Source: an optimization exercise on an open RTL-to-GDS flow (aim: small area). Production flows keep margins and buffers that such runs may drop.

==> flow/design.v (excerpt) <==
module nonuniform_top_v0 #(
    parameter IMAGE_WIDE_LENGTH = 256    ,
    parameter IMAGE_HIGH_LENGTH = 192    ,
    parameter ADDRS_DW          = 21     ,
    parameter DW                = 16
) (
    input                               i_rst_n                 ,
    input                               i_clk                   ,
    input   [DW-1:0]                    i_data                  ,
    input                               i_hs                    ,
    input                               i_vs                    ,
    input   [3:0]                       i_clac_b_mean_num       ,
    input                               i_clac_b_en             ,
    input   [ADDRS_DW-1:0]              i_b_addrs               ,
    output                              o_clac_b_done           ,
    input   [3:0]                       i_data_sel              ,
    input   [ADDRS_DW-1:0]              i_k_addrs               ,
    input                               i_init_k_load           ,
    output                              o_bp_type               ,
    output  [DW-1:0]                    o_data                  ,
    output  [DW-1:0]                    o_calc_b_mean_data      ,
    output  [DW-1:0]                    o_center_y16_data       ,
    output  [DW-1:0]                    o_sub_aver_y16          ,
    output                              o_hs                    ,
    output                              o_vs                    ,
    output                              o_mem_wr_start          ,
    output   [ADDRS_DW-1:0]             o_mem_wr_addrs          ,
    output   [ADDRS_DW-1:0]             o_mem_wr_lengths        ,
    output   [DW-1:0]                   o_mem_wr_data           ,
    output                              o_mem_wr_data_vld       ,
    output                              o_mem_rd0_start         ,
    output   [ADDRS_DW-1:0]             o_mem_rd0_addrs         ,
    output   [ADDRS_DW-1:0]             o_mem_rd0_lengths       ,
    input    [DW-1:0]                   i_mem_rd0_data          ,
    output                              o_mem_rd0_data_req      ,
    output                              o_mem_rd1_start         ,
    output   [ADDRS_DW-1:0]             o_mem_rd1_addrs         ,
    output   [ADDRS_DW-1:0]             o_mem_rd1_lengths       ,
    input    [DW-1:0]                   i_mem_rd1_data          ,
    output                              o_mem_rd1_data_req
);
For scale: roughly 2100 cells after synthesis, roughly 380 flip-flops, about 320 I/O pins.
export LEC_CHECK = 0
export ABC_AREA = 1
export CAP_MARGIN = 20
export CORE_MARGIN = 2
export CORE_UTILIZATION = 65
export PLACE_DENSITY = 0.8
export SLEW_MARGIN = 20
export SYNTH_HIERARCHICAL = 1
export SYNTH_MINIMUM_KEEP_SIZE = 0
create_clock -name core_clock -period 10.0 [get_ports {i_clk}]
standard.sh (not shown) runs the stock make flow with config.mk's settings and CLKGATE_MAP_FILE= SYNTH_SCRIPT=/design/flow/synth_recipe.tcl, a recipe that flattens the netlist after the stock synthesis.
==> flow/flow/run.sh <==
#!/bin/bash
# Standard ORFS layout (the standard.sh), with the port buffers made from
# the smallest buffer cell and the clock tree built as below.
set -euo pipefail
export BUFFER_PORTS_ARGS="-buffer_cell sky130_fd_sc_hd__buf_1"
export SKIP_REPAIR_TIE_FANOUT=1
export CTS_ARGS="-sink_clustering_enable -repair_clock_nets -dont_use_dummy_load -buf_list {sky130_fd_sc_hd__clkbuf_4} -sink_clustering_size 10 -sink_clustering_max_diameter 40"
bash standard.sh > standard.log 2>&1
Change:
--- a/flow/design.v
+++ b/flow/design.v
@@ -1264,31 +1264,32 @@
     default: raw_word = {1'b0, k_word};
     endcase
 end
 function [15:0] sat16;
     input [17:0] p;
     reg          pos, neg;
     begin
         pos   = !p[17] && (p[16] | p[15]);
         neg   =  p[17] && !(p[16] & p[15]);
         sat16 = {neg | (p[15] & !pos), {15{pos}} | (p[14:0] & {15{!neg}})};
     end
 endfunction
-wire    [DW-1:0]    y16 = sat16(prod);
-reg     [DW-1:0]    pipe [0:9];
+reg     [17:0]      pipe0;
+reg     [DW-1:0]    pipe [1:9];
 reg     [9:0]       bp_pipe;
 integer i;
 always @(posedge i_clk) begin
-    pipe[0] <= (sel == 2'd0) ? y16 : raw_word;
-    for (i = 1; i < 10; i = i + 1)
+    pipe0 <= (sel == 2'd0) ? prod : {{2{raw_word[DW-1]}}, raw_word};
+    pipe[1] <= sat16(pipe0);
+    for (i = 2; i < 10; i = i + 1)
         pipe[i] <= pipe[i-1];
     bp_pipe <= {bp_pipe[8:0], i_mem_rd1_data[DW-1]};
 end
 assign o_data    = pipe[9];
 assign o_bp_type = bp_pipe[9];
 localparam CENTER_NUM = (IMAGE_HIGH_LENGTH / 2 - 1) * IMAGE_WIDE_LENGTH + IMAGE_WIDE_LENGTH / 2 - 1;
 reg     [14:0]  pcnt;
 wire    [14:0]  pcnt_inc;
 wire    [15:0]  pcnt_c;
 assign pcnt_c[0] = 1'b1;
 generate
     for (gi = 0; gi < 15; gi = gi + 1) begin : g_pcnt
@@ -1302,25 +1303,25 @@
         pcnt <= pcnt_inc;
 end
 wire    center_in = pix_vld && (pcnt == CENTER_NUM);
 reg     [3:0]       ccnt;        
 reg     [DW-1:0]    center_y16;
 reg     [DW-1:0]    center_out;
 always @(posedge i_clk) begin
     if (center_in)
         ccnt <= 4'd10;
     else if (ccnt != 4'd0)
         ccnt <= ccnt - 1'b1;
     if (ccnt == 4'd10)
-        center_y16 <= y16;
+        center_y16 <= sat16(prod);
     if (ccnt == 4'd1)
         center_out <= center_y16;
 end
 assign o_center_y16_data = center_out;
 reg     [1:0]   calc_en_dly;
 reg             calc_sync;
 reg             calc_done;
 wire            vs_fall = vsd[1] & ~vsd[0];
 wire            vs_rise = ~vsd[1] & vsd[0];
 always @(posedge i_clk or negedge i_rst_n) begin
     if (!i_rst_n) begin
         calc_en_dly <= 2'b00;
@@ -1332,54 +1333,40 @@
         if (vs_fall && calc_sync)
             calc_sync <= 1'b0;
         else if ((calc_en_dly == 2'b01) && !calc_sync)
             calc_sync <= 1'b1;
         if (calc_en && calc_done)
             calc_en <= 1'b0;
         else if (vs_fall && calc_sync)
             calc_en <= 1'b1;
     end
 end
 reg     [7:0]   start_cnt;
 reg     [5:0]   fcnt;
-wire    [7:0]   start_inc;
-wire    [8:0]   start_c;
-wire    [5:0]   fcnt_inc;
-wire    [6:0]   fcnt_c;
-assign start_c[0] = 1'b1;
-assign fcnt_c[0]  = 1'b1;
-generate
-    for (gi = 0; gi < 8; gi = gi + 1) begin : g_start_inc
-        nuc_ha u_ha (.a(start_cnt[gi]), .b(start_c[gi]), .s(start_inc[gi]), .co(start_c[gi+1]));
-    end
-    for (gi = 0; gi < 6; gi = gi + 1) begin : g_fcnt_inc
-        nuc_ha u_ha (.a(fcnt[gi]), .b(fcnt_c[gi]), .s(fcnt_inc[gi]), .co(fcnt_c[gi+1]));
-    end
-endgenerate
 reg             wr_start;
 reg             mean_en;
 reg             calc_en_d;       
 reg     [1:0]   round_d;         
 always @(posedge i_clk) begin
     if (!calc_en)
         start_cnt <= 8'h0f;
     else if (i_vs)
         start_cnt <= 8'h00;
     else if (start_cnt != 8'hFF)
-        start_cnt <= start_inc;
+        start_cnt <= start_cnt + 8'h01;
     wr_start <= (start_cnt == 8'hF0);
     if (!calc_en)
         fcnt <= 6'd0;
     else if (start_cnt == 8'h0A)
-        fcnt <= fcnt_inc;
+        fcnt <= fcnt + 6'd1;
     case (i_clac_b_mean_num)
     4'b0001: calc_done <= (start_cnt == 8'h0A) && (fcnt > 6'd2 );
     4'b0010: calc_done <= (start_cnt == 8'h0A) && (fcnt > 6'd6 );
     4'b1000: calc_done <= (start_cnt == 8'h0A) && (fcnt > 6'd30);
     default: calc_done <= (start_cnt == 8'h0A) && (fcnt > 6'd14);
     endcase
     if (fcnt == 6'd0)
         mean_en <= 1'b0;
     else if (wr_start) begin
         case (i_clac_b_mean_num)
         4'b0001: if (fcnt == 6'd3 ) mean_en <= 1'b1;
         4'b0010: if (fcnt == 6'd7 ) mean_en <= 1'b1;
The changed run completed without violations.
Sequential share of layout area falls by 0.32 points.
Cell area rises slightly.
Non-clock buffer count falls by 8.
Count of clock-buffer cells in the layout stays the same.
Core utilization falls by 0.49 points.
Global-route usage rises by 0.83 points.
Function was not checked in any run of this note: the RTL went through the layout flow alone.

static timing again, ports no longer ideal:
The results above use ideal ports. As a check the final layouts listed here were re-extracted and re-timed, cells and wires unchanged.
Step 1 (the two cells are an assumption about what drives the block):
set clk [get_ports {i_clk}]
set_driving_cell -lib_cell sky130_fd_sc_hd__clkbuf_16 $clk
set_driving_cell -lib_cell sky130_fd_sc_hd__buf_2 [delete_from_list [all_inputs] $clk]
Step 2 also shifts input and output timing later by t, the mid clock arrival at the registers, as if the neighbouring blocks saw the same clock.
Slacks: no drivers / after step 1 / after step 2; pairs: no drivers / after step 1.
run	t (ns)	setup WS [ns]	worst setup path at the end
the first run	0.716	0.223 / 0.180 / -0.251	input to register
the second run	0.690	0.221 / 0.174 / -0.322	input to register
Met with ideal ports but missed after step 2: setup timing in the first run and the second run. The setup slack of the second run, which loses most, moves by -0.047 ns with the drivers and by -0.543 ns with both steps.
